What follows belongs to an exercise in optimizing a design on an open flow for small area, a short achievable clock period and few clock cycles; a production flow would make more cautious choices.
The RTL was checked by simulation tests, not by an equivalence proof against the original design.
Power is estimated from default activity; no workload was simulated.

<file path="run.sh">
#!/bin/bash
# synth_recipe.tcl (not shown) runs the flow's synth.tcl, then flattens the netlist and writes it again
# the make line also repeats each setting of config.mk as NAME=value (left out here)
make -C /OpenROAD-flow-scripts/flow DESIGN_CONFIG=/design/flow/config.mk WORK_HOME=/design/flow/orfs CLKGATE_MAP_FILE= SYNTH_SCRIPT=/design/flow/synth_recipe.tcl finish
</file>
<file path="config.mk">
export PLATFORM = sky130hd
export DESIGN_NAME = mips
export DESIGN_NICKNAME = mips
export VERILOG_FILES = /design/flow/design.v
export SDC_FILE = /design/flow/constraint.sdc
export NUM_CORES = 4
export LEC_CHECK = 0
export CAP_MARGIN = 20
export CORE_MARGIN = 2
export CORE_UTILIZATION = 40
export PLACE_DENSITY = 0.6
export SLEW_MARGIN = 20
</file>
<file path="constraint.sdc">
create_clock -name core_clock -period 7.0 [get_ports {clk}]
set_input_delay 1.4000 -clock core_clock [delete_from_list [all_inputs] [get_ports {clk}]]
set_output_delay 1.4000 -clock core_clock [all_outputs]
set_load 0.01 [all_outputs]
</file>
<file path="design.v">
`timescale 1ns / 1ps
module mips(
    input clk,
    input rst,
    output [31:0] imem_addr,
    input [31:0] imem_rdata,
    output [31:0] dmem_addr,
    output [31:0] dmem_wdata,
    output dmem_we,
    input [31:0] dmem_rdata
    );
    reg  [29:0] pc;                      
    reg         e_wr;                    
    reg         e_load;                  
    reg         e_store;                 
    reg         e_br;                    
    reg         e_bne, e_pred;
    reg  [29:0] e_alt;                   
    reg  [4:0]  e_dst;
    reg  [31:0] e_a, e_rt;
    reg  [15:0] e_imm;
    reg         e_immhi;                 
    reg         e_fa, e_fb;              
    reg         e_bimm, e_bfwd, e_breg;  
    reg         e_sub, e_uns;
    reg         e_radd, e_rslt, e_rlog, e_rsh;
    reg  [1:0]  e_lop;                   
    reg         e_shv, e_shr, e_sha;
    reg         m_wr, m_load, m_we;
    reg  [4:0]  m_dst;
    reg  [31:0] m_res, m_sd;
    wire [31:0] m_wdata = m_load ? dmem_rdata : m_res;
    wire [31:0] rfv [0:31];
    assign rfv[0] = 32'd0;
    genvar gi;
    generate
        for (gi = 1; gi < 32; gi = gi + 1) begin : g_rf
            reg [31:0] q;
            always @(posedge clk)
                if (m_wr && m_dst == gi) q <= m_wdata;
            assign rfv[gi] = q;
        end
    endgenerate
    wire [31:0] ins = imem_rdata;
    wire [5:0]  op  = ins[31:26];
    wire [5:0]  fn  = ins[5:0];
    wire [4:0]  rs  = ins[25:21];
    wire [4:0]  rt  = ins[20:16];
    wire [4:0]  rd  = ins[15:11];
    wire i_r   = ~op[5] & ~op[3] & ~op[2] & ~op[1];    
    wire i_j   = ~op[5] & ~op[3] & ~op[2] &  op[1];    
    wire i_br  = ~op[3] &  op[2];                      
    wire i_imm = ~op[5] &  op[3];                      
    wire i_lw  =  op[5] & ~op[3];                      
    wire i_sw  =  op[5] &  op[3];                      
    wire [4:0] dst = i_r ? rd : rt;
    wire wr    = (i_r | i_imm | i_lw) & (dst != 5'd0);
    wire use_rt = i_r | i_br | i_sw;
    wire stall = e_load & ((~i_j & (e_dst == rs)) | (use_rt & (e_dst == rt)));
    wire eq_f = (rs == rt);
    wire pred = i_br & ((eq_f ^ op[0]) | (ins[15] & ~(op[0] & eq_f)));
    wire [29:0] pc1 = pc + 30'd1;
    wire [16:0] bt_lo = {1'b0, pc1[15:0]} + {1'b0, ins[15:0]};
    wire [13:0] pc1_hp = pc1[29:16] + 14'd1;
    wire [13:0] pc1_hm = pc1[29:16] - 14'd1;
    wire [13:0] bt_hi = (bt_lo[16] ^ ins[15]) ? (ins[15] ? pc1_hm : pc1_hp) : pc1[29:16];
    wire [29:0] bt = {bt_hi, bt_lo[15:0]};
    wire [29:0] jt = {pc1[29:26], ins[25:0]};
    wire [31:0] va = (m_wr && m_dst == rs) ? m_wdata : rfv[rs];
    wire [31:0] vb = (m_wr && m_dst == rt) ? m_wdata : rfv[rt];
    wire [31:0] a    = e_fa ? m_res : e_a;
    wire [31:0] rtv  = e_fb ? m_res : e_rt;
    wire [31:0] immx = {{16{e_immhi}}, e_imm};
    wire [31:0] b    = ({32{e_bimm}} & immx) | ({32{e_bfwd}} & m_res) | ({32{e_breg}} & e_rt);
    wire [33:0] s2  = {1'b0, a, 1'b1} + {1'b0, b ^ {32{e_sub}}, e_sub};
    wire [31:0] sum = s2[32:1];
    wire lt = e_uns ? ~s2[33] : ((a[31] ^ b[31]) ? a[31] : sum[31]);
    wire [31:0] lres = (e_lop == 2'd0) ? (a & b) :
                       (e_lop == 2'd1) ? (a | b) :
                       (e_lop == 2'd2) ? (a ^ b) : ~(a | b);
    wire [4:0]  sh = e_shv ? a[4:0] : e_imm[10:6];
    wire [31:0] b_rev, sr_rev;
    wire [31:0] sin = e_shr ? b : b_rev;
    wire        fill = e_sha & b[31];
    wire [31:0] sr0 = sh[0] ? {fill, sin[31:1]} : sin;
    wire [31:0] sr1 = sh[1] ? {{2{fill}}, sr0[31:2]} : sr0;
    wire [31:0] sr2 = sh[2] ? {{4{fill}}, sr1[31:4]} : sr1;
    wire [31:0] sr3 = sh[3] ? {{8{fill}}, sr2[31:8]} : sr2;
    wire [31:0] sr  = sh[4] ? {{16{fill}}, sr3[31:16]} : sr3;
    wire [31:0] shres = e_shr ? sr : sr_rev;
    generate
        for (gi = 0; gi < 32; gi = gi + 1) begin : g_rev
            assign b_rev[gi]  = b[31 - gi];
            assign sr_rev[gi] = sr[31 - gi];
        end
    endgenerate
    wire [31:0] res = ({32{e_radd}} & sum) |
                      ({32{e_rlog}} & lres) |
                      ({32{e_rsh}}  & shres) |
                      {31'd0, e_rslt & lt};
    wire taken = (a == rtv) ^ e_bne;
    wire mispredict = e_br & (taken ^ e_pred);
    wire go = ~mispredict & ~stall;      
    always @(posedge clk) begin
        if (!rst)
            pc <= 30'd0;
        else if (mispredict)
            pc <= e_alt;
        else if (!stall)
            pc <= i_j ? jt : (pred ? bt : pc1);
    end
    always @(posedge clk) begin
        if (!rst) begin
            e_wr    <= 1'b0;
            e_load  <= 1'b0;
            e_store <= 1'b0;
            e_br    <= 1'b0;
        end else begin
            e_wr    <= go & wr;
            e_load  <= go & wr & i_lw;
            e_store <= go & i_sw;
            e_br    <= go & i_br;
        end
        e_bne   <= op[0];
        e_pred  <= pred;
        e_alt   <= pred ? pc1 : bt;
        e_dst   <= dst;
        e_a     <= va;
        e_rt    <= vb;
        e_imm   <= ins[15:0];
        e_immhi <= ins[15] & ~(i_imm & op[2]);          
        e_fa    <= e_wr & (e_dst == rs);
        e_fb    <= e_wr & (e_dst == rt);
        e_bimm  <= i_imm | op[5];
        e_bfwd  <= ~(i_imm | op[5]) & e_wr & (e_dst == rt);
        e_breg  <= ~(i_imm | op[5]) & ~(e_wr & (e_dst == rt));
        e_sub   <= i_r ? fn[1] : (~op[5] & op[1]);
        e_uns   <= i_r ? fn[0] : op[0];
        e_radd  <= i_r ? (fn[5] & ~fn[3] & ~fn[2]) : (op[5] | (~op[2] & ~op[1]));
        e_rslt  <= i_r ? (fn[5] & fn[3]) : (~op[5] & ~op[2] & op[1]);
        e_rlog  <= i_r ? (fn[5] & ~fn[3] & fn[2]) : (~op[5] & op[2]);
        e_rsh   <= i_r & ~fn[5];
        e_lop   <= i_r ? fn[1:0] : op[1:0];
        e_shv   <= fn[2];
        e_shr   <= fn[1];
        e_sha   <= fn[0];
    end
    always @(posedge clk) begin
        if (!rst) begin
            m_wr   <= 1'b0;
            m_load <= 1'b0;
            m_we   <= 1'b0;
        end else begin
            m_wr   <= e_wr;
            m_load <= e_load;
            m_we   <= e_store;
        end
        m_dst <= e_dst;
        m_res <= res;
        m_sd  <= rtv;
    end
    assign imem_addr  = {pc, 2'b00};
    assign dmem_addr  = m_res;
    assign dmem_wdata = m_sd;
    assign dmem_we    = m_we;
endmodule
</file>
==> run summary <==
==> routing by layer <==
layer  vias to the layer above  share of wire  global-route usage
met3                      1605           0.17               0.159
met5                         -         0.0013              0.0105
met4                        28          0.090               0.244
met2                      5155           0.41               0.534
li1                      20100              -                   -
met1                     25100           0.33               0.438
==> layout by cell type (no fill, tap or decap), types with 67 or more instances in the layout <==
master           synthesis  layout
nand3_1                177     175
edfxtp_1               992     992
a21oi_1                112     111
inv_1                  171     171
a221oi_1               253     253
nand2_1                223     223
xnor2_1                127     127
nor2_4                   0      93
clkdlybuf4s50_1          0     159
o21ai_0                139     139
nor2_1                 227     134
nand4_1                100     100
mux2i_1                137     133
ha_1                   128     128
buf_4                    6     192
nor3_1                  88      77
xor2_1                  79      79
clkbuf_16                0     135
dfxtp_1                236     229
a22o_1                 243     243
o22ai_1                 76      76
a22oi_1                449     449
a222oi_1                67      67
==> worst paths after layout <==
check             cells after the start         to
hold / removal                        0   m_dst[4]
hold reg to reg                       0   m_dst[4]
setup reg to reg                     15  m_res[31]
setup / recovery                     15  m_res[31]
==> cell type report <==
| cell class | count | area (µm²) | share of cell area |
|---|---|---|---|
| Sequential cell | 1228 | 34500 | 0.498 |
| Clock buffer | 160 | 3500 | 0.0505 |
| Antenna cell | 5 | 12.5 | 0.000181 |
| Tap cell | 1930 | 2410 | 0.0349 |
| Multi-Input combinational cell | 3137 | 24000 | 0.346 |
| Inverter | 175 | 657 | 0.00948 |
| Timing Repair Buffer | 360 | 3220 | 0.0465 |
| Clock inverter | 83 | 977 | 0.0141 |
==> power groups by stage <==
stage / Combinational (µW) / Clock, µW / Sequential, µW
floorplan: 2310 / 0 / 9300
global route: 4450 / 7620 / 9390
CTS: 4040 / 7320 / 9370
detailed placement: 4030 / 0 / 9520
finish: 4220 / 7330 / 9390
global placement: 3990 / 0 / 9520
==> worst max-delay path: stages, from the launching register on <==
cell and delay [ns]:
dfxtp_1 0.88, and2_1 0.51, buf_4 0.28, a221o_1 0.31, inv_1 0.16, xnor2_1 0.15
ha_1 0.43, nand2_1 0.10, nor3_1 0.06, a221oi_1 0.34, a2bb2oi_1 0.30, o31ai_4 0.15
o31ai_2 0.84, o21bai_1 0.19, xor2_1 0.18, a221o_1 0.34
==> logic make-up after synthesis <==
| family | after synthesis |
|---|---|
| other | 1 |
| AO/OA/AOI/OAI | 1603 |
| multiplexers | 228 |
| buffers and inverters | 532 |
| XOR/XNOR | 206 |
| AND/OR/NAND/NOR | 968 |
| adder cells (fa/ha/maj) | 130 |
| flip-flops | 1228 |
==> flip-flops by register name, indices dropped and copies added, names as in the netlist, 2 cells and up <==
name,flops
e_lop,2
e_a,32
e_dst,5
e_imm,16
g_rf.q,992
m_sd,32
m_res,32
e_alt,30
m_dst,5
pc,30
e_rt,32
==> metrics by stage <==
stage | instance area [µm²] | hold slack, ns | instances | util | setup slack, ns
floorplan | 59700 | 0.373 | 4897 | - | 2.40
global placement | 64700 | 0.392 | 6829 | 0.437 | 1.56
detailed placement | 64700 | 0.391 | 6829 | 0.437 | 1.54
CTS | 69200 | 0.405 | 7072 | 0.467 | 1.73
global route | 69300 | 0.410 | 7075 | 0.468 | 1.41
finish | 69300 | 0.401 | 7078 | 0.468 | 1.66
==> run summary <==
post-synthesis sequential area ratio=0.578; cts hold-fix bufs=0; Worst Setup SP=e_bimm; mux contribution to synthesized area=0.0460; Syn Std Cell Area=0.0597 mm²; initial DRC count=10200; Power, Total=~21000 µW; Top FF cell, synth=edfxtp_1; Clock power frac=0.350; worst-margin pin slew=between 1 and 1.5 ns; min cycle time layout=about 5.3 ns; Clk Latency, worst-skew pair=roughly 0.80 ns; Initial Util=0.403; cell count after synthesis=between 4000 and 5000; post-synthesis register bit count=~1200; vias in the first global route=between 40000 and 50000; first-pass GRT wire length=390 mm; Ys Warns=1; post-CTS setup buffer count=0; WP data arrival=around 6.0 ns; Setup Viol. Count Final=0; Crit Path Max Fanout=20; Cell variety after synth=90; CTS tree=built; share of layout cells above drive strength 1=0.126; Worst-path clk slew=0.06 ns; Synth Area in XOR/XNOR=0.0302; Final ANT Viol Nets=0; GRT overflow=0; largest area contributor in the netlist=edfxtp_1; status=complete, no violations; Final Max Slew Viols=0; min-delay src=e_dst[4]; Post-Route Setup TNS=0 ns; Fin. Hold Viols=0; Synth Area in Compound Gates=0.205; PortBufs=159; Sw Pwr=6510 µW; share of synthesized registers carrying an async set or reset=0; Clock Sinks=between 1000 and 1500; commonest cells in the synthesized netlist=edfxtp_1 (992), a22oi_1 (449), clkbuf_1 (278); Synth area leaders=edfxtp_1 (50%), dfxtp_1 (7.9%), a22oi_1 (5.6%), a221oi_1 (3.7%), a22o_1 (3.6%); share of the synthesized area in the top cell type=0.499; most common cell in the netlist=edfxtp_1; Post-Synth Simple-Gate Area=0.0780; pin count of the biggest net entering global routing=86; Die ar.=roughly 0.15 mm²; post-DR vias/cell=7.34; Worst Clk Skew=0.0330 ns; DRC violation count after routing=0; H-tree Lvls=4; Via Count=slightly above 50000; sw frac=0.311; adder-cell area share of the yosys netlist=0.0275; WL/cell=between 40 and 50 µm; Post-Route WL=about 290 mm; Top Ports=around 160; die width=roughly 390 µm; # Max-Cap Violations=0; root buffer cell=clkbuf_16; Lkg Pwr=roughly 0.024 µW; FF-to-FF setup slack=1.66 ns; post_cts resized=0; DP Wirelength=175 mm; TritonCTS Buffers=132; Die Span Y=slightly below 400 µm; Worst EP required=7.68 ns; Row Count=141; Internal=around 14000 µW; Slew HR=0.111; Hold Path Class=register to register; TritonRoute pass-1 iters=10; Total Routing Usage GR=0.366; RSZ-0062 raised after global routing=no; Final GP Congestion=between 0.9 and 1; Layout area overhead=16.0%; clk buf depth=3; number of enable flip-flop cells after synthesis=992; combinational share of power=0.202; f_max=roughly 190 MHz; reg2reg start=e_bimm; Fillers=approximately 13000; Mean Syn Cell Area=roughly 12 µm²; crit path launch type=register; initial antenna violation count=12; Power Density=~300 mW/mm²; critical path class=register to register; Max VDD drop=roughly 0.00028 V; Critical Path End Type=register; Core Area=around 0.15 mm²; largest family of logic cells by synthesized area=compound AO/OA/AOI/OAI gates; Nets=between 5000 and 6000; Tcrit/Tclk final=0.763; sequential power share=0.448
Testbench counts, summed over its fixed seeds: cycles 88,525.

[re-timing with driven ports]
No port has a modelled driver above. Below, the same layout with a new extraction and two added sets of constraints. Step 1, drivers: a clkbuf_16 drives clk and a buf_2 each remaining input, both assumed. Step 2 also shifts input and output timing later by t, the mid clock arrival at the registers, as if the neighbouring blocks saw the same clock. Three values: ideal, step 1, step 2; two values: the first two.
shift t [ns]: 0.863
setup slack, ns: 1.658 / 1.658 / 1.103
worst register clock-pin slew, ns: 0.07 / 0.07
pins driven straight from the clock port: 1
After both steps setup and hold are still met in this run. For this run, drivers alone change the setup slack by 0.000 ns; drivers and shift together by -0.555 ns.
